Background: an optimization exercise with open tools, aiming at small area, a short achievable clock period and few clock cycles. Do not read the settings as production practice.
In this exercise RTL edits were held to simulation tests only and were not proved equivalent to the original.
Power is estimated from default activity; no workload was simulated.

[config.mk]
export PLATFORM = sky130hd
export DESIGN_NAME = CONVCOR
export DESIGN_NICKNAME = CONVCOR
export VERILOG_FILES = /design/flow/design.v
export SDC_FILE = /design/flow/constraint.sdc
export NUM_CORES = 4
export LEC_CHECK = 0
export ABC_CLOCK_PERIOD_IN_PS = 3000
export CAP_MARGIN = 20
export CORE_MARGIN = 2
export CORE_UTILIZATION = 35
export PLACE_DENSITY = 0.55
export SETUP_SLACK_MARGIN = 5
export SLEW_MARGIN = 20
[constraint.sdc]
create_clock -name core_clock -period 10.0 [get_ports {clk}]
set_input_delay 2.0000 -clock core_clock [delete_from_list [all_inputs] [get_ports {clk}]]
set_output_delay 2.0000 -clock core_clock [all_outputs]
set_load 0.01 [all_outputs]
[design.v]
module CONVCOR(
    clk,
    rst_n,
    in_valid,
    in_a,
    in_b,
    in_mode,
    out_valid,
    out
);
input              clk;
input              rst_n;
input              in_valid;
input      [15:0]  in_a;
input      [15:0]  in_b;
input              in_mode;
output reg         out_valid;
output reg [35:0]  out;
reg [15:0] ra0, ra1, ra2, rb0, rb1, rb2;
reg [1:0]  icnt;     
reg        mode;     
reg        busy;     
reg [3:0]  st;       
wire       md = busy ? mode : in_mode;
reg  [1:0] ia, ib;
reg        sclr, svld, slast;
always @(*) begin
    ia = 2'd0; ib = 2'd0; sclr = 1'b0; svld = 1'b0; slast = 1'b0;
    if (!busy) begin
        sclr = 1'b1; svld = ~in_mode;
    end else if (mode) begin
        if (st != 4'd1) begin svld = 1'b1; slast = 1'b1; end
    end else begin
        case (st)
            4'd1: begin ia = 2'd3; ib = 2'd0; sclr = 1'b1; end                
            4'd2: begin ia = 2'd3; ib = 2'd2; svld = 1'b1; end                
            4'd3: begin ia = 2'd1; ib = 2'd3; sclr = 1'b1; end                
            4'd4: begin ia = 2'd1; ib = 2'd1; end                             
            4'd5: begin ia = 2'd1; ib = 2'd2; svld = 1'b1; end                
            4'd6: begin ia = 2'd2; ib = 2'd3; sclr = 1'b1; end                
            4'd7: begin ia = 2'd2; ib = 2'd1; svld = 1'b1; end                
            default: begin ia = 2'd1; ib = 2'd1; sclr = 1'b1; svld = 1'b1; slast = 1'b1; end  
        endcase
    end
end
reg [15:0] sa, sb;
always @(*) begin
    case (ia)
        2'd0: sa = in_a;
        2'd1: sa = ra0;
        2'd2: sa = ra1;
        default: sa = ra2;
    endcase
    case (ib)
        2'd0: sb = in_b;
        2'd1: sb = rb0;
        2'd2: sb = rb1;
        default: sb = rb2;
    endcase
end
wire [8:0] ebr = {sb[15:8], 1'b0};
wire [8:0] ebi = {sb[7:0], 1'b0};
wire [3:0] br_n_d, br_o_d, br_t_d, bi_n_d, bi_o_d, bi_t_d;
genvar gk;
generate
    for (gk = 0; gk < 4; gk = gk + 1) begin : benc
        assign br_n_d[gk] = ebr[2*gk+2];
        assign br_o_d[gk] = ebr[2*gk+1] ^ ebr[2*gk];
        assign br_t_d[gk] = (ebr[2*gk+2] & ~ebr[2*gk+1] & ~ebr[2*gk]) | (~ebr[2*gk+2] & ebr[2*gk+1] & ebr[2*gk]);
        assign bi_n_d[gk] = ebi[2*gk+2] ^ md;
        assign bi_o_d[gk] = ebi[2*gk+1] ^ ebi[2*gk];
        assign bi_t_d[gk] = (ebi[2*gk+2] & ~ebi[2*gk+1] & ~ebi[2*gk]) | (~ebi[2*gk+2] & ebi[2*gk+1] & ebi[2*gk]);
    end
endgenerate
reg [7:0] xr, xi;
reg [3:0] br_n, br_o, br_t, bi_n, bi_o, bi_t;
reg       clr1, vld1, clr2, vld2;
wire step = busy | (in_valid & (icnt == 2'd0));
always @(posedge clk) begin
    if (!rst_n) begin
        icnt <= 2'd0;
        busy <= 1'b0;
        vld1 <= 1'b0;
        vld2 <= 1'b0;
        out_valid <= 1'b0;
    end else begin
        if (in_valid)
            icnt <= (icnt == 2'd2) ? 2'd0 : icnt + 2'd1;
        if (step) begin
            st <= busy ? st + 4'd1 : 4'd1;
            busy <= ~slast;
        end
        vld1 <= step & svld;
        vld2 <= vld1;
        out_valid <= vld2;
    end
end
always @(posedge clk) begin
    if (in_valid & (icnt == 2'd0))
        mode <= in_mode;
    ra0 <= ra1; ra1 <= ra2; ra2 <= in_valid ? in_a : ra0;
    rb0 <= rb1; rb1 <= rb2; rb2 <= in_valid ? in_b : rb0;
    xr <= sa[15:8];
    xi <= sa[7:0];
    br_n <= br_n_d; br_o <= br_o_d; br_t <= br_t_d;
    bi_n <= bi_n_d; bi_o <= bi_o_d; bi_t <= bi_t_d;
    clr1 <= sclr;
    clr2 <= clr1;
end
wire [7:0] nre, nim;
generate
    for (gk = 0; gk < 4; gk = gk + 1) begin : nrow
        assign nre[2*gk]   = br_n[gk] ^ ~bi_n[gk];
        assign nre[2*gk+1] = br_n[gk] & ~bi_n[gk];
        assign nim[2*gk]   = bi_n[gk] ^ br_n[gk];
        assign nim[2*gk+1] = bi_n[gk] & br_n[gk];
    end
endgenerate
wire [8:0] sre_xr_br_r0 = (br_o[0] ? {xr[7], xr} : br_t[0] ? {xr, 1'b0} : 9'd0) ^ {9{br_n[0]}};
wire [8:0] sre_xr_br_r1 = (br_o[1] ? {xr[7], xr} : br_t[1] ? {xr, 1'b0} : 9'd0) ^ {9{br_n[1]}};
wire [8:0] sre_xr_br_r2 = (br_o[2] ? {xr[7], xr} : br_t[2] ? {xr, 1'b0} : 9'd0) ^ {9{br_n[2]}};
wire [8:0] sre_xr_br_r3 = (br_o[3] ? {xr[7], xr} : br_t[3] ? {xr, 1'b0} : 9'd0) ^ {9{br_n[3]}};
wire [8:0] sre_xi_bi_r0 = (bi_o[0] ? {xi[7], xi} : bi_t[0] ? {xi, 1'b0} : 9'd0) ^ {9{~bi_n[0]}};
wire [8:0] sre_xi_bi_r1 = (bi_o[1] ? {xi[7], xi} : bi_t[1] ? {xi, 1'b0} : 9'd0) ^ {9{~bi_n[1]}};
wire [8:0] sre_xi_bi_r2 = (bi_o[2] ? {xi[7], xi} : bi_t[2] ? {xi, 1'b0} : 9'd0) ^ {9{~bi_n[2]}};
wire [8:0] sre_xi_bi_r3 = (bi_o[3] ? {xi[7], xi} : bi_t[3] ? {xi, 1'b0} : 9'd0) ^ {9{~bi_n[3]}};
wire sre_w1 = sre_xr_br_r0[4] ^ sre_xr_br_r1[2];
wire sre_w2 = sre_xr_br_r0[4] & sre_xr_br_r1[2];
wire sre_w3 = sre_xr_br_r0[5] ^ sre_xr_br_r1[3] ^ sre_xr_br_r2[1];
wire sre_w4 = (sre_xr_br_r0[5] & sre_xr_br_r1[3]) | (sre_xr_br_r0[5] & sre_xr_br_r2[1]) | (sre_xr_br_r1[3] & sre_xr_br_r2[1]);
wire sre_w5 = sre_xr_br_r0[6] ^ sre_xr_br_r1[4] ^ sre_xr_br_r2[2];
wire sre_w6 = (sre_xr_br_r0[6] & sre_xr_br_r1[4]) | (sre_xr_br_r0[6] & sre_xr_br_r2[2]) | (sre_xr_br_r1[4] & sre_xr_br_r2[2]);
wire sre_w7 = sre_xr_br_r3[0] ^ sre_xi_bi_r0[6] ^ sre_xi_bi_r1[4];
wire sre_w8 = (sre_xr_br_r3[0] & sre_xi_bi_r0[6]) | (sre_xr_br_r3[0] & sre_xi_bi_r1[4]) | (sre_xi_bi_r0[6] & sre_xi_bi_r1[4]);
wire sre_w9 = sre_xr_br_r0[7] ^ sre_xr_br_r1[5] ^ sre_xr_br_r2[3];
wire sre_w10 = (sre_xr_br_r0[7] & sre_xr_br_r1[5]) | (sre_xr_br_r0[7] & sre_xr_br_r2[3]) | (sre_xr_br_r1[5] & sre_xr_br_r2[3]);
wire sre_w11 = sre_xr_br_r3[1] ^ sre_xi_bi_r0[7] ^ sre_xi_bi_r1[5];
wire sre_w12 = (sre_xr_br_r3[1] & sre_xi_bi_r0[7]) | (sre_xr_br_r3[1] & sre_xi_bi_r1[5]) | (sre_xi_bi_r0[7] & sre_xi_bi_r1[5]);
wire sre_w13 = sre_xi_bi_r2[3] ^ sre_xi_bi_r3[1];
wire sre_w14 = sre_xi_bi_r2[3] & sre_xi_bi_r3[1];
wire sre_w15 = ~sre_xr_br_r0[8] ^ sre_xr_br_r1[6] ^ sre_xr_br_r2[4];
wire sre_w16 = (~sre_xr_br_r0[8] & sre_xr_br_r1[6]) | (~sre_xr_br_r0[8] & sre_xr_br_r2[4]) | (sre_xr_br_r1[6] & sre_xr_br_r2[4]);
wire sre_w17 = sre_xr_br_r3[2] ^ ~sre_xi_bi_r0[8] ^ sre_xi_bi_r1[6];
wire sre_w18 = (sre_xr_br_r3[2] & ~sre_xi_bi_r0[8]) | (sre_xr_br_r3[2] & sre_xi_bi_r1[6]) | (~sre_xi_bi_r0[8] & sre_xi_bi_r1[6]);
wire sre_w19 = sre_xi_bi_r2[4] ^ sre_xi_bi_r3[2];
wire sre_w20 = sre_xi_bi_r2[4] & sre_xi_bi_r3[2];
wire sre_w21 = sre_xr_br_r1[7] ^ sre_xr_br_r2[5] ^ sre_xr_br_r3[3];
wire sre_w22 = (sre_xr_br_r1[7] & sre_xr_br_r2[5]) | (sre_xr_br_r1[7] & sre_xr_br_r3[3]) | (sre_xr_br_r2[5] & sre_xr_br_r3[3]);
wire sre_w23 = sre_xi_bi_r1[7] ^ sre_xi_bi_r2[5] ^ sre_xi_bi_r3[3];
wire sre_w24 = (sre_xi_bi_r1[7] & sre_xi_bi_r2[5]) | (sre_xi_bi_r1[7] & sre_xi_bi_r3[3]) | (sre_xi_bi_r2[5] & sre_xi_bi_r3[3]);
wire sre_w25 = ~sre_xr_br_r1[8] ^ sre_xr_br_r2[6] ^ sre_xr_br_r3[4];
wire sre_w26 = (~sre_xr_br_r1[8] & sre_xr_br_r2[6]) | (~sre_xr_br_r1[8] & sre_xr_br_r3[4]) | (sre_xr_br_r2[6] & sre_xr_br_r3[4]);
wire sre_w27 = ~sre_xi_bi_r1[8] ^ sre_xi_bi_r2[6];
wire sre_w28 = ~sre_xi_bi_r1[8] & sre_xi_bi_r2[6];
wire sre_w29 = sre_xr_br_r0[2] ^ sre_xr_br_r1[0];
wire sre_w30 = sre_xr_br_r0[2] & sre_xr_br_r1[0];
wire sre_w31 = sre_xr_br_r0[3] ^ sre_xr_br_r1[1] ^ sre_xi_bi_r0[3];
wire sre_w32 = (sre_xr_br_r0[3] & sre_xr_br_r1[1]) | (sre_xr_br_r0[3] & sre_xi_bi_r0[3]) | (sre_xr_br_r1[1] & sre_xi_bi_r0[3]);
wire sre_w33 = sre_w1 ^ sre_xr_br_r2[0] ^ sre_xi_bi_r0[4];
wire sre_w34 = (sre_w1 & sre_xr_br_r2[0]) | (sre_w1 & sre_xi_bi_r0[4]) | (sre_xr_br_r2[0] & sre_xi_bi_r0[4]);
wire sre_w35 = sre_xi_bi_r1[2] ^ sre_xi_bi_r2[0];
wire sre_w36 = sre_xi_bi_r1[2] & sre_xi_bi_r2[0];
wire sre_w37 = sre_w2 ^ sre_w3 ^ sre_xi_bi_r0[5];
wire sre_w38 = (sre_w2 & sre_w3) | (sre_w2 & sre_xi_bi_r0[5]) | (sre_w3 & sre_xi_bi_r0[5]);
wire sre_w39 = sre_xi_bi_r1[3] ^ sre_xi_bi_r2[1] ^ nre[5];
wire sre_w40 = (sre_xi_bi_r1[3] & sre_xi_bi_r2[1]) | (sre_xi_bi_r1[3] & nre[5]) | (sre_xi_bi_r2[1] & nre[5]);
wire sre_w41 = sre_w4 ^ sre_w5 ^ sre_w7;
wire sre_w42 = (sre_w4 & sre_w5) | (sre_w4 & sre_w7) | (sre_w5 & sre_w7);
wire sre_w43 = sre_xi_bi_r2[2] ^ sre_xi_bi_r3[0] ^ nre[6];
wire sre_w44 = (sre_xi_bi_r2[2] & sre_xi_bi_r3[0]) | (sre_xi_bi_r2[2] & nre[6]) | (sre_xi_bi_r3[0] & nre[6]);
wire sre_w45 = sre_w6 ^ sre_w8 ^ sre_w9;
wire sre_w46 = (sre_w6 & sre_w8) | (sre_w6 & sre_w9) | (sre_w8 & sre_w9);
wire sre_w47 = sre_w11 ^ sre_w13 ^ nre[7];
wire sre_w48 = (sre_w11 & sre_w13) | (sre_w11 & nre[7]) | (sre_w13 & nre[7]);
wire sre_w49 = sre_w10 ^ sre_w12 ^ sre_w14;
wire sre_w50 = (sre_w10 & sre_w12) | (sre_w10 & sre_w14) | (sre_w12 & sre_w14);
wire sre_w51 = sre_w15 ^ sre_w17 ^ sre_w19;
wire sre_w52 = (sre_w15 & sre_w17) | (sre_w15 & sre_w19) | (sre_w17 & sre_w19);
wire sre_w53 = sre_w16 ^ sre_w18 ^ sre_w20;
wire sre_w54 = (sre_w16 & sre_w18) | (sre_w16 & sre_w20) | (sre_w18 & sre_w20);
wire sre_w55 = sre_w21 ^ sre_w23 ^ 1'b1;
wire sre_w56 = (sre_w21 & sre_w23) | (sre_w21 & 1'b1) | (sre_w23 & 1'b1);
wire sre_w57 = sre_w22 ^ sre_w24 ^ sre_w25;
wire sre_w58 = (sre_w22 & sre_w24) | (sre_w22 & sre_w25) | (sre_w24 & sre_w25);
wire sre_w59 = sre_w27 ^ sre_xi_bi_r3[4] ^ 1'b1;
wire sre_w60 = (sre_w27 & sre_xi_bi_r3[4]) | (sre_w27 & 1'b1) | (sre_xi_bi_r3[4] & 1'b1);
wire sre_w61 = sre_w26 ^ sre_w28 ^ sre_xr_br_r2[7];
wire sre_w62 = (sre_w26 & sre_w28) | (sre_w26 & sre_xr_br_r2[7]) | (sre_w28 & sre_xr_br_r2[7]);
wire sre_w63 = sre_xr_br_r3[5] ^ sre_xi_bi_r2[7] ^ sre_xi_bi_r3[5];
wire sre_w64 = (sre_xr_br_r3[5] & sre_xi_bi_r2[7]) | (sre_xr_br_r3[5] & sre_xi_bi_r3[5]) | (sre_xi_bi_r2[7] & sre_xi_bi_r3[5]);
wire sre_w65 = ~sre_xr_br_r2[8] ^ sre_xr_br_r3[6] ^ ~sre_xi_bi_r2[8];
wire sre_w66 = (~sre_xr_br_r2[8] & sre_xr_br_r3[6]) | (~sre_xr_br_r2[8] & ~sre_xi_bi_r2[8]) | (sre_xr_br_r3[6] & ~sre_xi_bi_r2[8]);
wire sre_w67 = sre_xi_bi_r3[6] ^ 1'b1;
wire sre_w68 = sre_xi_bi_r3[6] & 1'b1;
wire sre_w69 = sre_w29 ^ sre_xi_bi_r0[2];
wire sre_w70 = sre_w29 & sre_xi_bi_r0[2];
wire sre_w71 = sre_w30 ^ sre_w31 ^ sre_xi_bi_r1[1];
wire sre_w72 = (sre_w30 & sre_w31) | (sre_w30 & sre_xi_bi_r1[1]) | (sre_w31 & sre_xi_bi_r1[1]);
wire sre_w73 = sre_w32 ^ sre_w33 ^ sre_w35;
wire sre_w74 = (sre_w32 & sre_w33) | (sre_w32 & sre_w35) | (sre_w33 & sre_w35);
wire sre_w75 = sre_w34 ^ sre_w36 ^ sre_w37;
wire sre_w76 = (sre_w34 & sre_w36) | (sre_w34 & sre_w37) | (sre_w36 & sre_w37);
wire sre_w77 = sre_w38 ^ sre_w40 ^ sre_w41;
wire sre_w78 = (sre_w38 & sre_w40) | (sre_w38 & sre_w41) | (sre_w40 & sre_w41);
wire sre_w79 = sre_w42 ^ sre_w44 ^ sre_w45;
wire sre_w80 = (sre_w42 & sre_w44) | (sre_w42 & sre_w45) | (sre_w44 & sre_w45);
wire sre_w81 = sre_w46 ^ sre_w48 ^ sre_w49;
wire sre_w82 = (sre_w46 & sre_w48) | (sre_w46 & sre_w49) | (sre_w48 & sre_w49);
wire sre_w83 = sre_w50 ^ sre_w52 ^ sre_w53;
wire sre_w84 = (sre_w50 & sre_w52) | (sre_w50 & sre_w53) | (sre_w52 & sre_w53);
wire sre_w85 = sre_w54 ^ sre_w56 ^ sre_w57;
wire sre_w86 = (sre_w54 & sre_w56) | (sre_w54 & sre_w57) | (sre_w56 & sre_w57);
wire sre_w87 = sre_w58 ^ sre_w60 ^ sre_w61;
wire sre_w88 = (sre_w58 & sre_w60) | (sre_w58 & sre_w61) | (sre_w60 & sre_w61);
wire sre_w89 = sre_w62 ^ sre_w64 ^ sre_w65;
wire sre_w90 = (sre_w62 & sre_w64) | (sre_w62 & sre_w65) | (sre_w64 & sre_w65);
wire sre_w91 = sre_w66 ^ sre_w68 ^ sre_xr_br_r3[7];
wire sre_w92 = (sre_w66 & sre_w68) | (sre_w66 & sre_xr_br_r3[7]) | (sre_w68 & sre_xr_br_r3[7]);
wire sre_w93 = ~sre_xr_br_r3[8] ^ ~sre_xi_bi_r3[8];
wire sre_w94 = ~sre_xr_br_r3[8] & ~sre_xi_bi_r3[8];
wire sre_w95 = sre_xr_br_r0[0] ^ sre_xi_bi_r0[0];
wire sre_w96 = sre_xr_br_r0[0] & sre_xi_bi_r0[0];
wire sre_w97 = sre_xr_br_r0[1] ^ sre_xi_bi_r0[1] ^ nre[1];
wire sre_w98 = (sre_xr_br_r0[1] & sre_xi_bi_r0[1]) | (sre_xr_br_r0[1] & nre[1]) | (sre_xi_bi_r0[1] & nre[1]);
wire sre_w99 = sre_w69 ^ sre_xi_bi_r1[0] ^ nre[2];
wire sre_w100 = (sre_w69 & sre_xi_bi_r1[0]) | (sre_w69 & nre[2]) | (sre_xi_bi_r1[0] & nre[2]);
wire sre_w101 = sre_w70 ^ sre_w71 ^ nre[3];
wire sre_w102 = (sre_w70 & sre_w71) | (sre_w70 & nre[3]) | (sre_w71 & nre[3]);
wire sre_w103 = sre_w72 ^ sre_w73 ^ nre[4];
wire sre_w104 = (sre_w72 & sre_w73) | (sre_w72 & nre[4]) | (sre_w73 & nre[4]);
wire sre_w105 = sre_w74 ^ sre_w75 ^ sre_w39;
wire sre_w106 = (sre_w74 & sre_w75) | (sre_w74 & sre_w39) | (sre_w75 & sre_w39);
wire sre_w107 = sre_w76 ^ sre_w77 ^ sre_w43;
wire sre_w108 = (sre_w76 & sre_w77) | (sre_w76 & sre_w43) | (sre_w77 & sre_w43);
wire sre_w109 = sre_w78 ^ sre_w79 ^ sre_w47;
wire sre_w110 = (sre_w78 & sre_w79) | (sre_w78 & sre_w47) | (sre_w79 & sre_w47);
wire sre_w111 = sre_w80 ^ sre_w81 ^ sre_w51;
wire sre_w112 = (sre_w80 & sre_w81) | (sre_w80 & sre_w51) | (sre_w81 & sre_w51);
wire sre_w113 = sre_w82 ^ sre_w83 ^ sre_w55;
wire sre_w114 = (sre_w82 & sre_w83) | (sre_w82 & sre_w55) | (sre_w83 & sre_w55);
wire sre_w115 = sre_w84 ^ sre_w85 ^ sre_w59;
wire sre_w116 = (sre_w84 & sre_w85) | (sre_w84 & sre_w59) | (sre_w85 & sre_w59);
wire sre_w117 = sre_w86 ^ sre_w87 ^ sre_w63;
wire sre_w118 = (sre_w86 & sre_w87) | (sre_w86 & sre_w63) | (sre_w87 & sre_w63);
wire sre_w119 = sre_w88 ^ sre_w89 ^ sre_w67;
wire sre_w120 = (sre_w88 & sre_w89) | (sre_w88 & sre_w67) | (sre_w89 & sre_w67);
wire sre_w121 = sre_w90 ^ sre_w91 ^ sre_xi_bi_r3[7];
wire sre_w122 = (sre_w90 & sre_w91) | (sre_w90 & sre_xi_bi_r3[7]) | (sre_w91 & sre_xi_bi_r3[7]);
wire sre_w123 = sre_w92 ^ sre_w93 ^ 1'b1;
wire sre_w124 = (sre_w92 & sre_w93) | (sre_w92 & 1'b1) | (sre_w93 & 1'b1);
wire [17:0] sre_s = {1'b1, 1'b1, sre_w124, sre_w122, sre_w120, sre_w118, sre_w116, sre_w114, sre_w112, sre_w110, sre_w108, sre_w106, sre_w104, sre_w102, sre_w100, sre_w98, sre_w96, sre_w95};
wire [17:0] sre_c = {1'b0, 1'b0, sre_w94, sre_w123, sre_w121, sre_w119, sre_w117, sre_w115, sre_w113, sre_w111, sre_w109, sre_w107, sre_w105, sre_w103, sre_w101, sre_w99, sre_w97, nre[0]};
wire [8:0] sim_xr_bi_r0 = (bi_o[0] ? {xr[7], xr} : bi_t[0] ? {xr, 1'b0} : 9'd0) ^ {9{bi_n[0]}};
wire [8:0] sim_xr_bi_r1 = (bi_o[1] ? {xr[7], xr} : bi_t[1] ? {xr, 1'b0} : 9'd0) ^ {9{bi_n[1]}};
wire [8:0] sim_xr_bi_r2 = (bi_o[2] ? {xr[7], xr} : bi_t[2] ? {xr, 1'b0} : 9'd0) ^ {9{bi_n[2]}};
wire [8:0] sim_xr_bi_r3 = (bi_o[3] ? {xr[7], xr} : bi_t[3] ? {xr, 1'b0} : 9'd0) ^ {9{bi_n[3]}};
wire [8:0] sim_xi_br_r0 = (br_o[0] ? {xi[7], xi} : br_t[0] ? {xi, 1'b0} : 9'd0) ^ {9{br_n[0]}};
wire [8:0] sim_xi_br_r1 = (br_o[1] ? {xi[7], xi} : br_t[1] ? {xi, 1'b0} : 9'd0) ^ {9{br_n[1]}};
wire [8:0] sim_xi_br_r2 = (br_o[2] ? {xi[7], xi} : br_t[2] ? {xi, 1'b0} : 9'd0) ^ {9{br_n[2]}};
wire [8:0] sim_xi_br_r3 = (br_o[3] ? {xi[7], xi} : br_t[3] ? {xi, 1'b0} : 9'd0) ^ {9{br_n[3]}};
wire sim_w1 = sim_xr_bi_r0[4] ^ sim_xr_bi_r1[2];
wire sim_w2 = sim_xr_bi_r0[4] & sim_xr_bi_r1[2];
wire sim_w3 = sim_xr_bi_r0[5] ^ sim_xr_bi_r1[3] ^ sim_xr_bi_r2[1];
wire sim_w4 = (sim_xr_bi_r0[5] & sim_xr_bi_r1[3]) | (sim_xr_bi_r0[5] & sim_xr_bi_r2[1]) | (sim_xr_bi_r1[3] & sim_xr_bi_r2[1]);
wire sim_w5 = sim_xr_bi_r0[6] ^ sim_xr_bi_r1[4] ^ sim_xr_bi_r2[2];
wire sim_w6 = (sim_xr_bi_r0[6] & sim_xr_bi_r1[4]) | (sim_xr_bi_r0[6] & sim_xr_bi_r2[2]) | (sim_xr_bi_r1[4] & sim_xr_bi_r2[2]);
wire sim_w7 = sim_xr_bi_r3[0] ^ sim_xi_br_r0[6] ^ sim_xi_br_r1[4];
wire sim_w8 = (sim_xr_bi_r3[0] & sim_xi_br_r0[6]) | (sim_xr_bi_r3[0] & sim_xi_br_r1[4]) | (sim_xi_br_r0[6] & sim_xi_br_r1[4]);
wire sim_w9 = sim_xr_bi_r0[7] ^ sim_xr_bi_r1[5] ^ sim_xr_bi_r2[3];
wire sim_w10 = (sim_xr_bi_r0[7] & sim_xr_bi_r1[5]) | (sim_xr_bi_r0[7] & sim_xr_bi_r2[3]) | (sim_xr_bi_r1[5] & sim_xr_bi_r2[3]);
wire sim_w11 = sim_xr_bi_r3[1] ^ sim_xi_br_r0[7] ^ sim_xi_br_r1[5];
wire sim_w12 = (sim_xr_bi_r3[1] & sim_xi_br_r0[7]) | (sim_xr_bi_r3[1] & sim_xi_br_r1[5]) | (sim_xi_br_r0[7] & sim_xi_br_r1[5]);
wire sim_w13 = sim_xi_br_r2[3] ^ sim_xi_br_r3[1];
wire sim_w14 = sim_xi_br_r2[3] & sim_xi_br_r3[1];
wire sim_w15 = ~sim_xr_bi_r0[8] ^ sim_xr_bi_r1[6] ^ sim_xr_bi_r2[4];
wire sim_w16 = (~sim_xr_bi_r0[8] & sim_xr_bi_r1[6]) | (~sim_xr_bi_r0[8] & sim_xr_bi_r2[4]) | (sim_xr_bi_r1[6] & sim_xr_bi_r2[4]);
wire sim_w17 = sim_xr_bi_r3[2] ^ ~sim_xi_br_r0[8] ^ sim_xi_br_r1[6];
wire sim_w18 = (sim_xr_bi_r3[2] & ~sim_xi_br_r0[8]) | (sim_xr_bi_r3[2] & sim_xi_br_r1[6]) | (~sim_xi_br_r0[8] & sim_xi_br_r1[6]);
wire sim_w19 = sim_xi_br_r2[4] ^ sim_xi_br_r3[2];
wire sim_w20 = sim_xi_br_r2[4] & sim_xi_br_r3[2];
wire sim_w21 = sim_xr_bi_r1[7] ^ sim_xr_bi_r2[5] ^ sim_xr_bi_r3[3];
wire sim_w22 = (sim_xr_bi_r1[7] & sim_xr_bi_r2[5]) | (sim_xr_bi_r1[7] & sim_xr_bi_r3[3]) | (sim_xr_bi_r2[5] & sim_xr_bi_r3[3]);
wire sim_w23 = sim_xi_br_r1[7] ^ sim_xi_br_r2[5] ^ sim_xi_br_r3[3];
wire sim_w24 = (sim_xi_br_r1[7] & sim_xi_br_r2[5]) | (sim_xi_br_r1[7] & sim_xi_br_r3[3]) | (sim_xi_br_r2[5] & sim_xi_br_r3[3]);
wire sim_w25 = ~sim_xr_bi_r1[8] ^ sim_xr_bi_r2[6] ^ sim_xr_bi_r3[4];
wire sim_w26 = (~sim_xr_bi_r1[8] & sim_xr_bi_r2[6]) | (~sim_xr_bi_r1[8] & sim_xr_bi_r3[4]) | (sim_xr_bi_r2[6] & sim_xr_bi_r3[4]);
wire sim_w27 = ~sim_xi_br_r1[8] ^ sim_xi_br_r2[6];
wire sim_w28 = ~sim_xi_br_r1[8] & sim_xi_br_r2[6];
wire sim_w29 = sim_xr_bi_r0[2] ^ sim_xr_bi_r1[0];
wire sim_w30 = sim_xr_bi_r0[2] & sim_xr_bi_r1[0];
wire sim_w31 = sim_xr_bi_r0[3] ^ sim_xr_bi_r1[1] ^ sim_xi_br_r0[3];
wire sim_w32 = (sim_xr_bi_r0[3] & sim_xr_bi_r1[1]) | (sim_xr_bi_r0[3] & sim_xi_br_r0[3]) | (sim_xr_bi_r1[1] & sim_xi_br_r0[3]);
wire sim_w33 = sim_w1 ^ sim_xr_bi_r2[0] ^ sim_xi_br_r0[4];
wire sim_w34 = (sim_w1 & sim_xr_bi_r2[0]) | (sim_w1 & sim_xi_br_r0[4]) | (sim_xr_bi_r2[0] & sim_xi_br_r0[4]);
wire sim_w35 = sim_xi_br_r1[2] ^ sim_xi_br_r2[0];
wire sim_w36 = sim_xi_br_r1[2] & sim_xi_br_r2[0];
wire sim_w37 = sim_w2 ^ sim_w3 ^ sim_xi_br_r0[5];
wire sim_w38 = (sim_w2 & sim_w3) | (sim_w2 & sim_xi_br_r0[5]) | (sim_w3 & sim_xi_br_r0[5]);
wire sim_w39 = sim_xi_br_r1[3] ^ sim_xi_br_r2[1] ^ nim[5];
wire sim_w40 = (sim_xi_br_r1[3] & sim_xi_br_r2[1]) | (sim_xi_br_r1[3] & nim[5]) | (sim_xi_br_r2[1] & nim[5]);
wire sim_w41 = sim_w4 ^ sim_w5 ^ sim_w7;
wire sim_w42 = (sim_w4 & sim_w5) | (sim_w4 & sim_w7) | (sim_w5 & sim_w7);
wire sim_w43 = sim_xi_br_r2[2] ^ sim_xi_br_r3[0] ^ nim[6];
wire sim_w44 = (sim_xi_br_r2[2] & sim_xi_br_r3[0]) | (sim_xi_br_r2[2] & nim[6]) | (sim_xi_br_r3[0] & nim[6]);
wire sim_w45 = sim_w6 ^ sim_w8 ^ sim_w9;
wire sim_w46 = (sim_w6 & sim_w8) | (sim_w6 & sim_w9) | (sim_w8 & sim_w9);
wire sim_w47 = sim_w11 ^ sim_w13 ^ nim[7];
wire sim_w48 = (sim_w11 & sim_w13) | (sim_w11 & nim[7]) | (sim_w13 & nim[7]);
wire sim_w49 = sim_w10 ^ sim_w12 ^ sim_w14;
wire sim_w50 = (sim_w10 & sim_w12) | (sim_w10 & sim_w14) | (sim_w12 & sim_w14);
wire sim_w51 = sim_w15 ^ sim_w17 ^ sim_w19;
wire sim_w52 = (sim_w15 & sim_w17) | (sim_w15 & sim_w19) | (sim_w17 & sim_w19);
wire sim_w53 = sim_w16 ^ sim_w18 ^ sim_w20;
wire sim_w54 = (sim_w16 & sim_w18) | (sim_w16 & sim_w20) | (sim_w18 & sim_w20);
wire sim_w55 = sim_w21 ^ sim_w23 ^ 1'b1;
wire sim_w56 = (sim_w21 & sim_w23) | (sim_w21 & 1'b1) | (sim_w23 & 1'b1);
wire sim_w57 = sim_w22 ^ sim_w24 ^ sim_w25;
wire sim_w58 = (sim_w22 & sim_w24) | (sim_w22 & sim_w25) | (sim_w24 & sim_w25);
wire sim_w59 = sim_w27 ^ sim_xi_br_r3[4] ^ 1'b1;
wire sim_w60 = (sim_w27 & sim_xi_br_r3[4]) | (sim_w27 & 1'b1) | (sim_xi_br_r3[4] & 1'b1);
wire sim_w61 = sim_w26 ^ sim_w28 ^ sim_xr_bi_r2[7];
wire sim_w62 = (sim_w26 & sim_w28) | (sim_w26 & sim_xr_bi_r2[7]) | (sim_w28 & sim_xr_bi_r2[7]);
wire sim_w63 = sim_xr_bi_r3[5] ^ sim_xi_br_r2[7] ^ sim_xi_br_r3[5];
wire sim_w64 = (sim_xr_bi_r3[5] & sim_xi_br_r2[7]) | (sim_xr_bi_r3[5] & sim_xi_br_r3[5]) | (sim_xi_br_r2[7] & sim_xi_br_r3[5]);
wire sim_w65 = ~sim_xr_bi_r2[8] ^ sim_xr_bi_r3[6] ^ ~sim_xi_br_r2[8];
wire sim_w66 = (~sim_xr_bi_r2[8] & sim_xr_bi_r3[6]) | (~sim_xr_bi_r2[8] & ~sim_xi_br_r2[8]) | (sim_xr_bi_r3[6] & ~sim_xi_br_r2[8]);
wire sim_w67 = sim_xi_br_r3[6] ^ 1'b1;
wire sim_w68 = sim_xi_br_r3[6] & 1'b1;
wire sim_w69 = sim_w29 ^ sim_xi_br_r0[2];
wire sim_w70 = sim_w29 & sim_xi_br_r0[2];
wire sim_w71 = sim_w30 ^ sim_w31 ^ sim_xi_br_r1[1];
wire sim_w72 = (sim_w30 & sim_w31) | (sim_w30 & sim_xi_br_r1[1]) | (sim_w31 & sim_xi_br_r1[1]);
wire sim_w73 = sim_w32 ^ sim_w33 ^ sim_w35;
wire sim_w74 = (sim_w32 & sim_w33) | (sim_w32 & sim_w35) | (sim_w33 & sim_w35);
wire sim_w75 = sim_w34 ^ sim_w36 ^ sim_w37;
wire sim_w76 = (sim_w34 & sim_w36) | (sim_w34 & sim_w37) | (sim_w36 & sim_w37);
wire sim_w77 = sim_w38 ^ sim_w40 ^ sim_w41;
wire sim_w78 = (sim_w38 & sim_w40) | (sim_w38 & sim_w41) | (sim_w40 & sim_w41);
wire sim_w79 = sim_w42 ^ sim_w44 ^ sim_w45;
wire sim_w80 = (sim_w42 & sim_w44) | (sim_w42 & sim_w45) | (sim_w44 & sim_w45);
wire sim_w81 = sim_w46 ^ sim_w48 ^ sim_w49;
wire sim_w82 = (sim_w46 & sim_w48) | (sim_w46 & sim_w49) | (sim_w48 & sim_w49);
wire sim_w83 = sim_w50 ^ sim_w52 ^ sim_w53;
wire sim_w84 = (sim_w50 & sim_w52) | (sim_w50 & sim_w53) | (sim_w52 & sim_w53);
wire sim_w85 = sim_w54 ^ sim_w56 ^ sim_w57;
wire sim_w86 = (sim_w54 & sim_w56) | (sim_w54 & sim_w57) | (sim_w56 & sim_w57);
wire sim_w87 = sim_w58 ^ sim_w60 ^ sim_w61;
wire sim_w88 = (sim_w58 & sim_w60) | (sim_w58 & sim_w61) | (sim_w60 & sim_w61);
wire sim_w89 = sim_w62 ^ sim_w64 ^ sim_w65;
wire sim_w90 = (sim_w62 & sim_w64) | (sim_w62 & sim_w65) | (sim_w64 & sim_w65);
wire sim_w91 = sim_w66 ^ sim_w68 ^ sim_xr_bi_r3[7];
wire sim_w92 = (sim_w66 & sim_w68) | (sim_w66 & sim_xr_bi_r3[7]) | (sim_w68 & sim_xr_bi_r3[7]);
wire sim_w93 = ~sim_xr_bi_r3[8] ^ ~sim_xi_br_r3[8];
wire sim_w94 = ~sim_xr_bi_r3[8] & ~sim_xi_br_r3[8];
wire sim_w95 = sim_xr_bi_r0[0] ^ sim_xi_br_r0[0];
wire sim_w96 = sim_xr_bi_r0[0] & sim_xi_br_r0[0];
wire sim_w97 = sim_xr_bi_r0[1] ^ sim_xi_br_r0[1] ^ nim[1];
wire sim_w98 = (sim_xr_bi_r0[1] & sim_xi_br_r0[1]) | (sim_xr_bi_r0[1] & nim[1]) | (sim_xi_br_r0[1] & nim[1]);
wire sim_w99 = sim_w69 ^ sim_xi_br_r1[0] ^ nim[2];
wire sim_w100 = (sim_w69 & sim_xi_br_r1[0]) | (sim_w69 & nim[2]) | (sim_xi_br_r1[0] & nim[2]);
wire sim_w101 = sim_w70 ^ sim_w71 ^ nim[3];
wire sim_w102 = (sim_w70 & sim_w71) | (sim_w70 & nim[3]) | (sim_w71 & nim[3]);
wire sim_w103 = sim_w72 ^ sim_w73 ^ nim[4];
wire sim_w104 = (sim_w72 & sim_w73) | (sim_w72 & nim[4]) | (sim_w73 & nim[4]);
wire sim_w105 = sim_w74 ^ sim_w75 ^ sim_w39;
wire sim_w106 = (sim_w74 & sim_w75) | (sim_w74 & sim_w39) | (sim_w75 & sim_w39);
wire sim_w107 = sim_w76 ^ sim_w77 ^ sim_w43;
wire sim_w108 = (sim_w76 & sim_w77) | (sim_w76 & sim_w43) | (sim_w77 & sim_w43);
wire sim_w109 = sim_w78 ^ sim_w79 ^ sim_w47;
wire sim_w110 = (sim_w78 & sim_w79) | (sim_w78 & sim_w47) | (sim_w79 & sim_w47);
wire sim_w111 = sim_w80 ^ sim_w81 ^ sim_w51;
wire sim_w112 = (sim_w80 & sim_w81) | (sim_w80 & sim_w51) | (sim_w81 & sim_w51);
wire sim_w113 = sim_w82 ^ sim_w83 ^ sim_w55;
wire sim_w114 = (sim_w82 & sim_w83) | (sim_w82 & sim_w55) | (sim_w83 & sim_w55);
wire sim_w115 = sim_w84 ^ sim_w85 ^ sim_w59;
wire sim_w116 = (sim_w84 & sim_w85) | (sim_w84 & sim_w59) | (sim_w85 & sim_w59);
wire sim_w117 = sim_w86 ^ sim_w87 ^ sim_w63;
wire sim_w118 = (sim_w86 & sim_w87) | (sim_w86 & sim_w63) | (sim_w87 & sim_w63);
wire sim_w119 = sim_w88 ^ sim_w89 ^ sim_w67;
wire sim_w120 = (sim_w88 & sim_w89) | (sim_w88 & sim_w67) | (sim_w89 & sim_w67);
wire sim_w121 = sim_w90 ^ sim_w91 ^ sim_xi_br_r3[7];
wire sim_w122 = (sim_w90 & sim_w91) | (sim_w90 & sim_xi_br_r3[7]) | (sim_w91 & sim_xi_br_r3[7]);
wire sim_w123 = sim_w92 ^ sim_w93 ^ 1'b1;
wire sim_w124 = (sim_w92 & sim_w93) | (sim_w92 & 1'b1) | (sim_w93 & 1'b1);
wire [17:0] sim_s = {1'b1, 1'b1, sim_w124, sim_w122, sim_w120, sim_w118, sim_w116, sim_w114, sim_w112, sim_w110, sim_w108, sim_w106, sim_w104, sim_w102, sim_w100, sim_w98, sim_w96, sim_w95};
wire [17:0] sim_c = {1'b0, 1'b0, sim_w94, sim_w123, sim_w121, sim_w119, sim_w117, sim_w115, sim_w113, sim_w111, sim_w109, sim_w107, sim_w105, sim_w103, sim_w101, sim_w99, sim_w97, nim[0]};
reg [17:0] pre_s, pre_c, pim_s, pim_c;
always @(posedge clk) begin
    pre_s <= sre_s; pre_c <= sre_c;
    pim_s <= sim_s; pim_c <= sim_c;
end
wire [17:0] acc_re = clr2 ? 18'd0 : out[35:18];
wire [17:0] acc_im = clr2 ? 18'd0 : out[17:0];
always @(posedge clk) begin
    out[35:18] <= acc_re + pre_s + pre_c;
    out[17:0]  <= acc_im + pim_s + pim_c;
end
endmodule
[flow/run.sh]
#!/bin/bash
# The standard layout (the standard.sh, with the standard synthesis
# unchanged), with two make variables changed:
#  - BUFFER_PORTS_ARGS: every input and output port still gets a buffer, but a
#    plain buffer cell instead of the delay buffer that buffer_ports picks.
# Each tool's output goes to the ORFS logs under orfs/ and to standard.log here.
set -euo pipefail
SETUP_MARGIN=${SETUP_MARGIN:-6.5}
PORT_BUF=${PORT_BUF:-sky130_fd_sc_hd__buf_2}
sed -e "s/SETUP_SLACK_MARGIN=[0-9.]*/SETUP_SLACK_MARGIN=${SETUP_MARGIN} BUFFER_PORTS_ARGS='-buffer_cell ${PORT_BUF}'/" standard.sh > standard_margin.sh
grep -q "SETUP_SLACK_MARGIN=${SETUP_MARGIN} " standard_margin.sh
bash standard_margin.sh > standard.log 2>&1
[standard.sh]
#!/bin/bash
# synth_recipe.tcl (not shown) runs the flow's synth.tcl, then flattens the netlist and writes it again
# the make line also repeats each setting of config.mk as NAME=value (left out here)
make -C /OpenROAD-flow-scripts/flow DESIGN_CONFIG=/design/flow/config.mk WORK_HOME=/design/flow/orfs CLKGATE_MAP_FILE= SYNTH_SCRIPT=/design/flow/synth_recipe.tcl "${@:-finish}"
==> results.yml, run 1 <==
status:
  status: "no timing/DRC/antenna violations"
floorplanning:
  die-area_um2: 44310
  core.rowCount: 75
  start_util: 0.3550
  io_pins: 73
  fp.dieW_um: 210.5
  core-area_um2: 42040
  die_y_um: 210.5
layout:
  fill_cells: 4131
  final_nets: 1764
  regArea_um2: 5086
  final_util: 0.4015
  layout_commonest_cell: "dfxtp_1"
  synthToLayoutAreaGrowth_pct: 13.08
  fin_cells: 2087
  final_cell_area_um2: 16880
  layout_common_cells: "dfxtp_1, nand2_1, xnor2_1"
  multi_input_area_um2: 9042
  n_antenna_cell: 0
  drive_gt1_frac: 0.1544
drt:
  vias: 10270
  drtIter0Drc: 632
  final_antenna_net_count: 0
  remaining_drc_errors: 0
  drt_pass1_iterations: 5
  drt-total-wl_um: 36110
  wire_per_inst_um: 17.30
  viasPerCell: 4.922
setup_path:
  worstSetupStartpointType: "flip-flop"
  crit_arrival_ps: 3820
  cp-end-kind: "flip-flop"
  critPathKind: "flip-flop to flip-flop"
  crit_top_cell: "fa_1"
  cp.required_ps: 10420
  slowest_delay_ps: 600
  path_cells: "nand2_1 > o21ai_0 > xnor2_1 > fa_1 > inv_1 > fa_1 > inv_1 > fa_1 > inv_1 > fa_1"
  slowest_stage: "dfxtp_2"
  crit_path_max_fanout: 16
yosys:
  netlist_area_um2: 14930
  ys_top_cells_by_area: "dfxtp_1, fa_1, xnor2_1"
  synth_xor_area_frac: 0.1074
  syn_inst: 1499
  synthAdderAreaFrac: 0.2341
  synth-seq-area-share: 0.3373
  synth_edf_count: 5
  synth_nets: 1735
  synthMuxAreaShare: 0.03890
  ys.warnings.count: 1
  synthSimpleGateAreaFrac: 0.09372
  synth_compound_area_frac: 0.1268
  synth_seq_cells: 249
  synth_top_area_share: 0.3273
  synth_top_family_by_area: "adder cells"
  synth_top_cell_by_area: "dfxtp_1"
  synth_ff_type: "dfxtp_1"
  syn_avg_cell_area_um2: 9.957
  async_flop_share: 0
  synth_cell_types: 62
sta:
  fin_worst_skew_ps: 45.82
  fin_ws_ps: 6600
  rsz0062_at_grt: "yes"
  slew_headroom: 0.3329
  worstMarginPinSlew_ps: 1001
  post-route-min-period_ps: 3400
  maxClockFrequency_mhz: 294.1
  slew_viol_final: 0
  finalSetupViolations: 0
  period_share: 0.3400
  final-hold-violation-count: 0
  fin_setup_tns_ps: 0
clock_tree:
  cts_sinks: 249
  htree_levels: 1
  insertion_delay_ps: 590
  cts_tree: "yes"
  path_clk_slew_ps: 60
  cts_buffers: 28
  clockRootBuffer: "clkbuf_16"
  clock_path_buffers: 3
placed_design:
  dp.cells: 2019
  pre_cts_ws_ps: 5949
  dpl.hpwl_um: 26180
  place.gp.congestion: 0.8891
  place_area_um2: 15630
  port_buffers: 72
global_routing:
  track_usage: 0.1656
  grt_pass1_vias: 10480
  grt_max_degree: 44
  grt_remaining_overflow: 0
  antenna_found_initial: 0
  grt_pass1_wl_um: 57660
flow_run:
  cap_violations: 0
pwr:
  powerDensity_nw_per_um2: 380.5
  leakage_nw: 7.083
  peakVddDrop_uv: 154.9
hold_path:
  hold_class: "flip-flop to flip-flop"
stage by stage:
stage                     hold WS, ps  power (W)
final                           327.9   0.006422
after global routing            330.8   0.007174
after CTS                       326.1   0.006508
after detailed placement        312.1   0.005407
after global placement          313.0   0.005319
after floorplan                 309.6   0.004411
layout make-up:
type / instances / share of cell area
clock inverters: 13 / 0.008822
clock buffers: 37 / 0.04708
inverters: 135 / 0.03106
well taps: 539 / 0.03996
repair buffers: 101 / 0.03596
multi-input cells: 1013 / 0.5358
flip-flops and latches: 249 / 0.3014
flip-flops by register name, summed over array words and instances (netlist names), 16 cells and up:
name / flops
pim_s: 16
ra2: 16
ra0: 16
out: 36
rb0: 16
pre_c: 16
pre_s: 16
pim_c: 16
ra1: 16
rb1: 16
rb2: 16
cell families (layout without fill, tap and decap cells):
group,after synthesis,count (layout)
DFF,249,249
buffers and inverters,237,286
and+or+nand+nor,293,293
muxes,54,54
adders and majority gates,200,200
AOI/OAI and AO/OA,283,283
xor gates and xnor gates,183,183
path summary, 6_finish.rpt:
| kind | from | to | slack, ps | depth (start not counted) |
|---|---|---|---|---|
| setup / recovery | xr[3]$_DFF_P_ | pim_c[6]$_DFF_P_ | 6600 | 10 |
| hold / removal | clr1$_SDFF_PN1_ | clr2$_DFF_P_ | 330 | 0 |
| setup reg to reg | xr[3]$_DFF_P_ | pim_c[6]$_DFF_P_ | 6600 | 10 |
| hold reg to reg | clr1$_SDFF_PN1_ | clr2$_DFF_P_ | 330 | 0 |
cells in the mapped netlist (8+ instances only):
master and number:
dfxtp_1 244, nand2_1 150, xnor2_1 142, inv_1 133, fa_1 132, o21ai_0 110
clkbuf_1 84, a22oi_1 68, ha_1 68, nor2b_1 51, xor2_1 41, mux2_2 32
a21oi_1 27, nor2_1 27, mux2i_1 22, nand2b_1 20, a21o_1 12, buf_1 11
nor3_1 11, o22ai_1 11, a211oi_1 8, o32a_1 8
report_power, final:
group | switching, W | internal (W) | total (W)
Combinational | 0.00211 | 0.00166 | 0.00377
Clock | 0.000420 | 0.000611 | 0.00103
Sequential | 0.000237 | 0.00138 | 0.00162
Total | 0.00277 | 0.00365 | 0.00642
metal layers:
| layer | vias to the layer above | track usage | wire [um] | share of wire |
|---|---|---|---|---|
| li1 | 4977 | - | - | - |
| met3 | 69 | 0.03188 | 2132 | 0.059 |
| met5 | - | 0 | 0 | 0 |
| met4 | 0 | 0.04784 | 1164 | 0.032 |
| met2 | 279 | 0.2740 | 16240 | 0.45 |
| met1 | 4947 | 0.2206 | 16570 | 0.46 |
worst max-delay path, delay by kind of cell, from the launching register on:
family | cells | cell delay [ps]
adder cells (fa/ha/maj) | 4 | 2010
flip-flops | 1 | 600
AO/OA/AOI/OAI | 1 | 220
XOR/XNOR | 1 | 160
buffers and inverters | 3 | 160
AND/OR/NAND/NOR | 1 | 80
timing repair:
action / in CTS / in global routing
setup buffers: 10 / 8
hold buffers: 0 / 0
setup endpoints to repair: 41 / 24
resized for setup: 40 / 22
Testbench counts, summed over its fixed seeds: cycles 16,262.
==> inputs of run 2 (changes only) <==
--- a/flow/run.sh
+++ b/flow/run.sh
@@ -5,7 +5,7 @@
 #    plain buffer cell instead of the delay buffer that buffer_ports picks.
 # Each tool's output goes to the ORFS logs under orfs/ and to standard.log here.
 set -euo pipefail
-SETUP_MARGIN=${SETUP_MARGIN:-6.5}
+SETUP_MARGIN=${SETUP_MARGIN:-6.6}
 PORT_BUF=${PORT_BUF:-sky130_fd_sc_hd__buf_2}
 sed -e "s/SETUP_SLACK_MARGIN=[0-9.]*/SETUP_SLACK_MARGIN=${SETUP_MARGIN} BUFFER_PORTS_ARGS='-buffer_cell ${PORT_BUF}'/" standard.sh > standard_margin.sh
 grep -q "SETUP_SLACK_MARGIN=${SETUP_MARGIN} " standard_margin.sh
--- a/config.mk
+++ b/config.mk
@@ -9,6 +9,8 @@
 export CAP_MARGIN = 20
 export CORE_MARGIN = 2
 export CORE_UTILIZATION = 35
+export CTS_CLUSTER_DIAMETER = 100
+export CTS_CLUSTER_SIZE = 24
 export PLACE_DENSITY = 0.55
 export SETUP_SLACK_MARGIN = 5
 export SLEW_MARGIN = 20
==> run 2 against run 1 <==
Compared with the run above:
- still clean
- register-to-register slack improved by 50 ps
- final cell count shrank 1.2%
- non-clock buffer count rose by 3
- hold slack better by 9.1 ps
- wire length down 1.3%
- die area stayed put
- critical path type unchanged
- largest cell class unchanged
- largest power group unchanged
==> results.yml, run 2 <==
global_routing:
  track_usage: 0.1632
  grt_pass1_wl_um: 57330
  grt_remaining_overflow: 0
  antenna_found_initial: 0
  grt_max_degree: 44
  grt_pass1_vias: 10400
pwr:
  clkPwrFrac: 0.106
  peakVddDrop_uv: 151.2
  p_sw_w: 0.002694
  leakage_nw: 6.856
  p_int_w: 0.003345
  p_sw_frac: 0.4461
  power_frac_seq: 0.270
  powerDensity_nw_per_um2: 367.3
  p_comb_frac: 0.624
  power_w: 0.006040
placed_design:
  place.gp.congestion: 0.8596
  dpl.hpwl_um: 25820
  place_area_um2: 15620
  port_buffers: 72
sta:
  slew_headroom: 0.3234
  period_share: 0.3345
  rsz0062_at_grt: "yes"
  fin_worst_skew_ps: 25.47
  hold_slack_ps: 337.0
  maxClockFrequency_mhz: 298.9
  slew_viol_final: 0
  final-hold-violation-count: 0
  worstMarginPinSlew_ps: 1015
  post-route-min-period_ps: 3345
  fin_setup_tns_ps: 0
  finalSetupViolations: 0
yosys:
  async_flop_share: 0
  synth_ff_type: "dfxtp_1"
  synth_nets: 1735
  synth_edf_count: 5
  synth.most_common_cell: "dfxtp_1"
  synth_top_cell_by_area: "dfxtp_1"
  ys_top_cells_by_area: "dfxtp_1, fa_1, xnor2_1"
  synth_cell_types: 62
  syn_inst: 1499
  ys.warnings.count: 1
  yosys-top-cells-count: "dfxtp_1, nand2_1, xnor2_1, inv_1, fa_1"
  synth_top_area_share: 0.3273
  synth-seq-area-share: 0.3373
  netlist_area_um2: 14930
  synth_seq_cells: 249
  syn_avg_cell_area_um2: 9.957
hold_path:
  hold_depth: 0
  min-delay-start: "clr1$_SDFF_PN1_"
  hold_class: "flip-flop to flip-flop"
  min_to: "clr2$_DFF_P_"
clock_tree:
  clockRootBuffer: "clkbuf_16"
  cts_sinks: 249
  cts_tree: "yes"
  path_clk_slew_ps: 100
  clock_path_buffers: 3
  insertion_delay_ps: 510
  hold_buffers: 0
  htree_levels: 1
  cts_buffers: 15
layout:
  synthToLayoutAreaGrowth_pct: 10.16
  layout_common_cells: "dfxtp_1, nand2_1, xnor2_1"
  largest_register_ffs: 36
  final_nets: 1754
  final_cell_area_um2: 16440
  n_antenna_cell: 0
  drive_gt1_frac: 0.1445
  layout_commonest_cell: "dfxtp_1"
  largest-register: "out"
drt:
  remaining_drc_errors: 0
  drt_pass1_iterations: 6
  vias: 10220
  final_antenna_net_count: 0
  viasPerCell: 4.959
  wire_per_inst_um: 17.29
  drt-total-wl_um: 35630
  drtIter0Drc: 684
setup_path:
  path_cells: "a22oi_1 > xnor2_1 > fa_1 > inv_1 > fa_1 > inv_1 > fa_1 > inv_1 > fa_1"
  worstSetupStartpointType: "flip-flop"
  critPathKind: "flip-flop to flip-flop"
  r2r_slack_ps: 6650
  cp.required_ps: 10400
  crit_arrival_ps: 3740
  r2r-start: "xr[1]$_DFF_P_"
  slowest_stage: "dfxtp_2"
  path_delay_family: "adder cells"
  crit_top_cell: "fa_1"
  slowest_delay_ps: 670
  crit_path_max_fanout: 16
  cp-end-kind: "flip-flop"
  path_depth: 9
  r2r_cells: 9
  cp_num_buf_inv: 3
  r2r-end: "pim_c[6]$_DFF_P_"
floorplanning:
  fp.dieW_um: 210.5
  core-area_um2: 42040
  core.rowCount: 75
  die_y_um: 210.5
  io_pins: 73
  start_util: 0.3550
  die-area_um2: 44310
status:
  status: "no timing/DRC/antenna violations"
flow_run:
  cap_violations: 0
run 2: kinds of logic (layout without fill, tap and decap cells):
group	Yosys count	after routing	synth area share
AND/OR/NAND/NOR	293	293	0.09372
AO/OA/AOI/OAI	283	283	0.1268
flip-flops	249	249	0.3373
buffers and inverters	237	260	0.06178
adder cells (fa/ha/maj)	200	200	0.2341
XOR/XNOR	183	183	0.1074
multiplexers	54	54	0.03890
run 2: worst register-to-register path, stage by stage (launching register included):
cell,delay (ps)
dfxtp_2,670
a22oi_1,200
xnor2_1,190
fa_1,550
inv_1,50
fa_1,490
inv_1,50
fa_1,530
inv_1,60
fa_1,440
run 2: metrics by stage:
| stage | setup WS [ps] | utilization | instances |
|---|---|---|---|
| after global routing | 6564 | 0.3911 | 2061 |
| after global placement | 6094 | 0.3715 | 2016 |
| final | 6655 | 0.3911 | 2061 |
| after CTS | 6583 | 0.3870 | 2050 |
| after floorplan | 6544 | - | 1499 |
| after detailed placement | 6051 | 0.3715 | 2016 |
run 2: worst max path at each step:
stage / from / endpoint / slack [ps]
final: xr[1]$_DFF_P_ / pim_c[6]$_DFF_P_ / 6650
after global routing: clr2$_DFF_P_ / out[10]$_DFF_P_ / 6560
after CTS: xi[2]$_DFF_P_ / pre_c[10]$_DFF_P_ / 6580
after detailed placement: br_o[3]$_DFF_P_ / pre_c[10]$_DFF_P_ / 6050
after global placement: bi_n[3]$_DFF_P_ / pim_c[6]$_DFF_P_ / 6090
after floorplan: bi_n[3]$_DFF_P_ / pim_c[6]$_DFF_P_ / 6540
run 2: power groups by stage:
stage,clock (W),combinational [W],sequential (W)
2_1_floorplan,0,0.00285,0.00156
3_3_place_gp,0,0.00366,0.00164
3_5_place_dp,0,0.00374,0.00165
4_1_cts,0.000675,0.00379,0.00164
5_1_grt,0.000707,0.00448,0.00167
6_report,0.000643,0.00377,0.00163
run 2: final cells by class:
class	count	area (um^2)
Sequential cell	249	5120
Clock buffer	17	392.9
Fill cell	4162	25600
Inverter	135	524.3
Multi-Input combinational cell	1013	9061
Timing Repair Buffer	104	619.3
Clock inverter	4	50.05
Tap cell	539	674.4
run 2: what timing repair did:
item	in CTS	in global routing
hold endpoints to repair	0	0
buffers inserted	13	11
pin swaps	0	2
endpoints found under the setup margin	45	32
gates resized for setup	47	31
gates cloned	0	0
run 2: routing by layer:
layer,routed length [um],vias to the layer above,global-route usage
met4,1034,0,0.04687
met5,0,-,0
met3,1987,44,0.02399
met2,16040,290,0.2635
li1,-,4930,-
met1,16570,4956,0.2275
==> inputs of run 3 (changes only) <==
--- a/config.mk
+++ b/config.mk
@@ -9,8 +9,8 @@
 export CAP_MARGIN = 20
 export CORE_MARGIN = 2
 export CORE_UTILIZATION = 35
-export CTS_CLUSTER_DIAMETER = 100
-export CTS_CLUSTER_SIZE = 24
+export CTS_CLUSTER_DIAMETER = 80
+export CTS_CLUSTER_SIZE = 18
 export PLACE_DENSITY = 0.55
 export SETUP_SLACK_MARGIN = 5
 export SLEW_MARGIN = 20
==> run 3 against run 2 <==
Compared with the run above:
- core utilization up 0.50 points
- global-route usage grew 0.070 points
- design area increased by 1.3%
- clock power is 23% higher
- synthesized cell count stayed put
- critical path depth is 1 higher
- sequential share of layout area down 0.38 points
- clock skew down 4.1 ps
- non-clock buffer count grew 1
- critical path type unchanged
==> results.yml, run 3 <==
clock_tree:
  clock_path_buffers: 3
  insertion_delay_ps: 530
  hold_buffers: 0
  path_clk_slew_ps: 70
  cts_sinks: 249
  cts_tree: "yes"
  cts_buffers: 21
  htree_levels: 1
  clockRootBuffer: "clkbuf_16"
sta:
  slew_headroom: 0.3181
  fin_worst_skew_ps: 21.39
  final-hold-violation-count: 0
  worstMarginPinSlew_ps: 1023
  maxClockFrequency_mhz: 302.4
  post-route-min-period_ps: 3307
  period_share: 0.3307
  finalSetupViolations: 0
  fin_setup_tns_ps: 0
  rsz0062_at_grt: "yes"
  hold_slack_ps: 327.2
  slew_viol_final: 0
yosys:
  synth_nets: 1735
  synth_ff_type: "dfxtp_1"
  synth_top_cell_by_area: "dfxtp_1"
  synth_seq_cells: 249
  syn_inst: 1499
  netlist_area_um2: 14930
  synth_cell_types: 62
  ys_top_cells_by_area: "dfxtp_1, fa_1, xnor2_1"
  syn_avg_cell_area_um2: 9.957
  synth-seq-area-share: 0.3373
  async_flop_share: 0
  synth.most_common_cell: "dfxtp_1"
  synth_edf_count: 5
  yosys-top-cells-count: "dfxtp_1, nand2_1, xnor2_1, inv_1, fa_1"
  synth_top_area_share: 0.3273
  ys.warnings.count: 1
setup_path:
  worstSetupStartpointType: "flip-flop"
  critPathKind: "flip-flop to flip-flop"
  slowest_stage: "fa_1"
  cp-end-kind: "flip-flop"
  r2r-end: "pre_c[6]$_DFF_P_"
  path_depth: 10
  r2r-start: "bi_n[0]$_DFF_P_"
  r2r_cells: 10
  crit_path_max_fanout: 10
  r2r_slack_ps: 6690
  cp.required_ps: 10400
  crit_arrival_ps: 3700
  path_cells: "clkinvlp_4 > buf_4 > xnor2_1 > fa_1 > inv_1 > fa_1 > inv_1 > fa_1 > inv_1 > fa_1"
  cp_num_buf_inv: 5
  path_delay_family: "adder cells"
  crit_top_cell: "fa_1"
  slowest_delay_ps: 530
layout:
  synthToLayoutAreaGrowth_pct: 11.56
  final_nets: 1761
  layout_commonest_cell: "dfxtp_1"
  layout_common_cells: "dfxtp_1, nand2_1, xnor2_1"
  fill_cells: 4137
  fin_cells: 2073
  largest_register_ffs: 36
  multi_input_area_um2: 9076
  largest-register: "out"
  final_util: 0.3961
  drive_gt1_frac: 0.1525
  n_antenna_cell: 0
  regArea_um2: 5122
status:
  status: "no timing/DRC/antenna violations"
global_routing:
  grt_pass1_wl_um: 57640
  grt_max_degree: 44
  grt_remaining_overflow: 0
  grt_pass1_vias: 10490
  track_usage: 0.1638
  antenna_found_initial: 0
pwr:
  peakVddDrop_uv: 143.2
  leakage_nw: 6.960
  power_frac_seq: 0.263
  clkPwrFrac: 0.127
  power_w: 0.006209
  p_sw_frac: 0.4431
  powerDensity_nw_per_um2: 372.9
  p_comb_frac: 0.610
  p_int_w: 0.003457
  p_sw_w: 0.002751
hold_path:
  hold_class: "flip-flop to flip-flop"
  min_to: "clr2$_DFF_P_"
  min-delay-start: "clr1$_SDFF_PN1_"
  hold_depth: 0
floorplanning:
  start_util: 0.3550
  fp.dieW_um: 210.5
  die_y_um: 210.5
  io_pins: 73
  die-area_um2: 44310
  core.rowCount: 75
  core-area_um2: 42040
drt:
  drt_pass1_iterations: 5
  final_antenna_net_count: 0
  remaining_drc_errors: 0
  vias: 10320
  viasPerCell: 4.976
  wire_per_inst_um: 17.30
  drt-total-wl_um: 35870
  drtIter0Drc: 744
placed_design:
  port_buffers: 72
  place.gp.congestion: 0.8596
  dp.cells: 2016
  dpl.hpwl_um: 25820
flow_run:
  cap_violations: 0
[run 3: cell types whose count changed in the layout (fill, tap and decap cells not counted), moves of 2 or more]
cell,delta
clkbuf_16,+6
inv_6,+4
inv_8,+2
nor2b_2,-2
nor2b_4,+2
[run 3: logic make-up (layout without fill, tap and decap cells)]
kind of cell	after synthesis	in the layout	share of synthesized area
simple gates	293	293	0.09372
compound gates	283	283	0.1268
flops	249	249	0.3373
buf+inv	237	272	0.06178
fa+ha+maj	200	200	0.2341
xor+xnor	183	183	0.1074
mux	54	54	0.03890
[run 3: final cells by class]
type                            instances  area share
Inverter                              135     0.03148
Sequential cell                       249      0.3076
Clock inverter                         11    0.006087
Tap cell                              539     0.04050
Timing Repair Buffer                  105     0.03765
Multi-Input combinational cell       1013      0.5451
Clock buffer                           21     0.03156
[run 3: how the worst max path moves through the flow]
stage	slack, ps	startpoint	end
after floorplan	6540	bi_n[3]$_DFF_P_	pim_c[6]$_DFF_P_
after global placement	6090	bi_n[3]$_DFF_P_	pim_c[6]$_DFF_P_
after detailed placement	6050	br_o[3]$_DFF_P_	pre_c[10]$_DFF_P_
after CTS	6610	br_t[2]$_DFF_P_	pre_c[6]$_DFF_P_
after global routing	6550	bi_n[0]$_DFF_P_	pre_c[6]$_DFF_P_
final	6690	bi_n[0]$_DFF_P_	pre_c[6]$_DFF_P_
[run 3: timing repair]
action / in CTS / in global routing
pin swaps: 0 / 2
setup endpoints to repair: 47 / 29
resized for setup: 52 / 30
buffers inserted: 16 / 9
[run 3: power groups by stage]
stage | Sequential [W] | Clock, W | Combinational, W
finish | 0.00163 | 0.000788 | 0.00379
global route | 0.00167 | 0.000857 | 0.00449
CTS | 0.00164 | 0.000824 | 0.00380
detailed placement | 0.00165 | 0 | 0.00374
global placement | 0.00164 | 0 | 0.00366
floorplan | 0.00156 | 0 | 0.00285
[run 3: metrics by stage]
stage          setup slack, ps  instance area [um^2]
6_report                  6693                 16650
5_1_grt                   6548                 16650
4_1_cts                   6608                 16480
3_5_place_dp              6051                 15620
3_3_place_gp              6094                 15620
2_1_floorplan             6544                 14950
[run 3: layer usage]
metal,GRT usage,part of all wire
met1,0.2288,0.47
met2,0.2617,0.44
met3,0.02443,0.057
met4,0.05197,0.034
met5,0,0
==> inputs of run 4 (changes only) <==
--- a/config.mk
+++ b/config.mk
@@ -8,9 +8,9 @@
 export ABC_CLOCK_PERIOD_IN_PS = 3000
 export CAP_MARGIN = 20
 export CORE_MARGIN = 2
-export CORE_UTILIZATION = 35
+export CORE_UTILIZATION = 40
 export CTS_CLUSTER_DIAMETER = 80
 export CTS_CLUSTER_SIZE = 18
-export PLACE_DENSITY = 0.55
+export PLACE_DENSITY = 0.62
 export SETUP_SLACK_MARGIN = 5
 export SLEW_MARGIN = 20
==> run 4 against run 3 <==
Compared with the run above:
- still clean on timing, DRC and antenna
- critical path depth fell by 1
- flip-flop and latch count did not move
- global-route usage rose by 2.0 points
- hold slack improved by 3.7 ps
- clock power rose by 0.9%
- final cell count fell by 3.6%
- clock skew fell by 5.5 ps
- via count barely moved
- design area fell by 0.78%
- register-to-register slack got worse by 50 ps
- core utilization rose by 5.4 points
- power fell by 0.24%
- critical endpoint is now pre_c[10]$_DFF_P_
==> results.yml, run 4 <==
placed_design:
  place.gp.congestion: 0.9086
  dp.cells: 1948
  dpl.hpwl_um: 25350
  port_buffers: 72
sta:
  fin_setup_tns_ps: 0
  hold_slack_ps: 330.9
  period_share: 0.3359
  slew_viol_final: 0
  final-hold-violation-count: 0
  post-route-min-period_ps: 3359
  finalSetupViolations: 0
  rsz0062_at_grt: "yes"
  worstMarginPinSlew_ps: 876.2
  slew_headroom: 0.4158
  fin_worst_skew_ps: 15.88
  maxClockFrequency_mhz: 297.7
pwr:
  leakage_nw: 6.945
  powerDensity_nw_per_um2: 374.9
  p_sw_frac: 0.4398
  p_sw_w: 0.002724
  power_frac_seq: 0.261
  clkPwrFrac: 0.128
  power_w: 0.006194
  peakVddDrop_uv: 146.3
  p_int_w: 0.003470
  p_comb_frac: 0.611
setup_path:
  crit_path_max_fanout: 19
  worstSetupStartpointType: "flip-flop"
  crit_arrival_ps: 3740
  cp.required_ps: 10380
  r2r_cells: 9
  cp-end-kind: "flip-flop"
  critPathKind: "flip-flop to flip-flop"
global_routing:
  grt_pass1_wl_um: 56300
  antenna_found_initial: 0
  grt_max_degree: 44
  track_usage: 0.1836
  grt_pass1_vias: 10500
  grt_remaining_overflow: 0
clock_tree:
  hold_buffers: 0
  cts_buffers: 20
  htree_levels: 1
  clockRootBuffer: "clkbuf_16"
  cts_sinks: 249
  cts_tree: "yes"
  path_clk_slew_ps: 80
  clock_path_buffers: 3
  insertion_delay_ps: 520
yosys:
  ys.warnings.count: 1
  synth_cell_types: 62
  synth_compound_area_frac: 0.1268
  syn_inst: 1499
  synth-seq-area-share: 0.3373
  synth_top_cell_by_area: "dfxtp_1"
  ys_top_cells_by_area: "dfxtp_1, fa_1, xnor2_1"
  synth_seq_cells: 249
  synth_ff_type: "dfxtp_1"
  synthMuxAreaShare: 0.03890
  synth.most_common_cell: "dfxtp_1"
  synth_top_area_share: 0.3273
  synth_top_family_by_area: "adder cells"
  netlist_area_um2: 14930
  synthSimpleGateAreaFrac: 0.09372
  synth_nets: 1735
  yosys-top-cells-count: "dfxtp_1, nand2_1, xnor2_1, inv_1, fa_1"
  async_flop_share: 0
  syn_avg_cell_area_um2: 9.957
  synth_xor_area_frac: 0.1074
  synth_edf_count: 5
  synthAdderAreaFrac: 0.2341
layout:
  fin_cells: 1998
  drive_gt1_frac: 0.1477
  largest_register_ffs: 36
  largest-register: "out"
  fill_cells: 3446
  layout_commonest_cell: "dfxtp_1"
  final_util: 0.4502
  synthToLayoutAreaGrowth_pct: 10.69
  final_nets: 1757
  layout_common_cells: "dfxtp_1, nand2_1, xnor2_1"
  n_antenna_cell: 0
floorplanning:
  die-area_um2: 38880
  core-area_um2: 36700
  core.rowCount: 70
  die_y_um: 197.2
  io_pins: 73
  fp.dieW_um: 197.2
  start_util: 0.4067
drt:
  drt_pass1_iterations: 6
  final_antenna_net_count: 0
  remaining_drc_errors: 0
  vias: 10320
  wire_per_inst_um: 17.49
  drt-total-wl_um: 34950
  viasPerCell: 5.166
  drtIter0Drc: 508
hold_path:
  hold_depth: 0
  hold_class: "flip-flop to flip-flop"
status:
  status: "no timing/DRC/antenna violations"
flow_run:
  cap_violations: 0
## run 4: cell types whose count changed in the layout (fill, tap and decap cells not counted), moves of 2 or more
cell | before | now
buf_4 | 31 | 28
dfxtp_1 | 212 | 214
inv_6 | 5 | 1
dfxtp_4 | 19 | 15
dfxtp_2 | 13 | 15
clkbuf_8 | 0 | 3
## run 4: routing by layer
layer | vias up | GRT usage | routed length, um
li1 | 4961 | - | -
met1 | 4970 | 0.2534 | 15930
met2 | 328 | 0.2918 | 15530
met3 | 62 | 0.02800 | 2306
met4 | 0 | 0.06850 | 1180
met5 | - | 0 | 0
## run 4: worst max-delay path, stage by stage (launching register included)
cell	delay [ps]
dfxtp_2	430
nor2b_4	330
a22oi_1	130
xnor2_1	180
fa_1	560
inv_1	60
fa_1	500
fa_1	540
inv_1	50
fa_1	440
## run 4: path summary, 6_finish.rpt
kind	from	to	slack, ps
min	clr1$_SDFF_PN1_	clr2$_DFF_P_	330
max reg2reg	br_o[3]$_DFF_P_	pre_c[10]$_DFF_P_	6640
max	br_o[3]$_DFF_P_	pre_c[10]$_DFF_P_	6640
min reg2reg	clr1$_SDFF_PN1_	clr2$_DFF_P_	330
## run 4: cell type report
type / count / area, um^2 / share of cell area
Sequential cell: 249 / 5110 / 0.3093
Clock inverter: 6 / 66.31 / 0.004014
Timing Repair Buffer: 102 / 610.6 / 0.03696
Tap cell: 468 / 585.6 / 0.03544
Clock buffer: 25 / 570.5 / 0.03454
Multi-Input combinational cell: 1013 / 9054 / 0.5480
Inverter: 135 / 524.3 / 0.03173
## run 4: logic make-up after synthesis
group,Yosys count
simple gates,293
compound gates,283
flops,249
buf+inv,237
fa+ha+maj,200
xor+xnor,183
mux,54
## run 4: through the flow
step                      area, um^2  setup WS, ps
after CTS                      16390          6551
after floorplan                14950          6544
after global routing           16520          6543
after detailed placement       15550          6086
final                          16520          6641
after global placement         15550          6213
## run 4: timing repair
item                                    in CTS  in global routing
cloned                                       0                  0
resized for setup                           44                 31
endpoints found under the setup margin      44                 27
buffers inserted                            14                  5
## run 4: power groups by stage
stage          combinational, W  sequential [W]  clock (W)
4_1_cts                 0.00381         0.00162   0.000827
2_1_floorplan           0.00285         0.00156          0
3_3_place_gp            0.00365         0.00163          0
5_1_grt                 0.00441         0.00166   0.000859
6_report                0.00378         0.00161   0.000795
3_5_place_dp            0.00375         0.00163          0

Check on run 4: ideal ports give 6.641 ns setup slack; a clkbuf_16 on the clock port and buf_2 on the inputs give 6.641 ns; moving port delays by the midpoint clock arrival (0.566 ns) as well gives 6.222 ns.
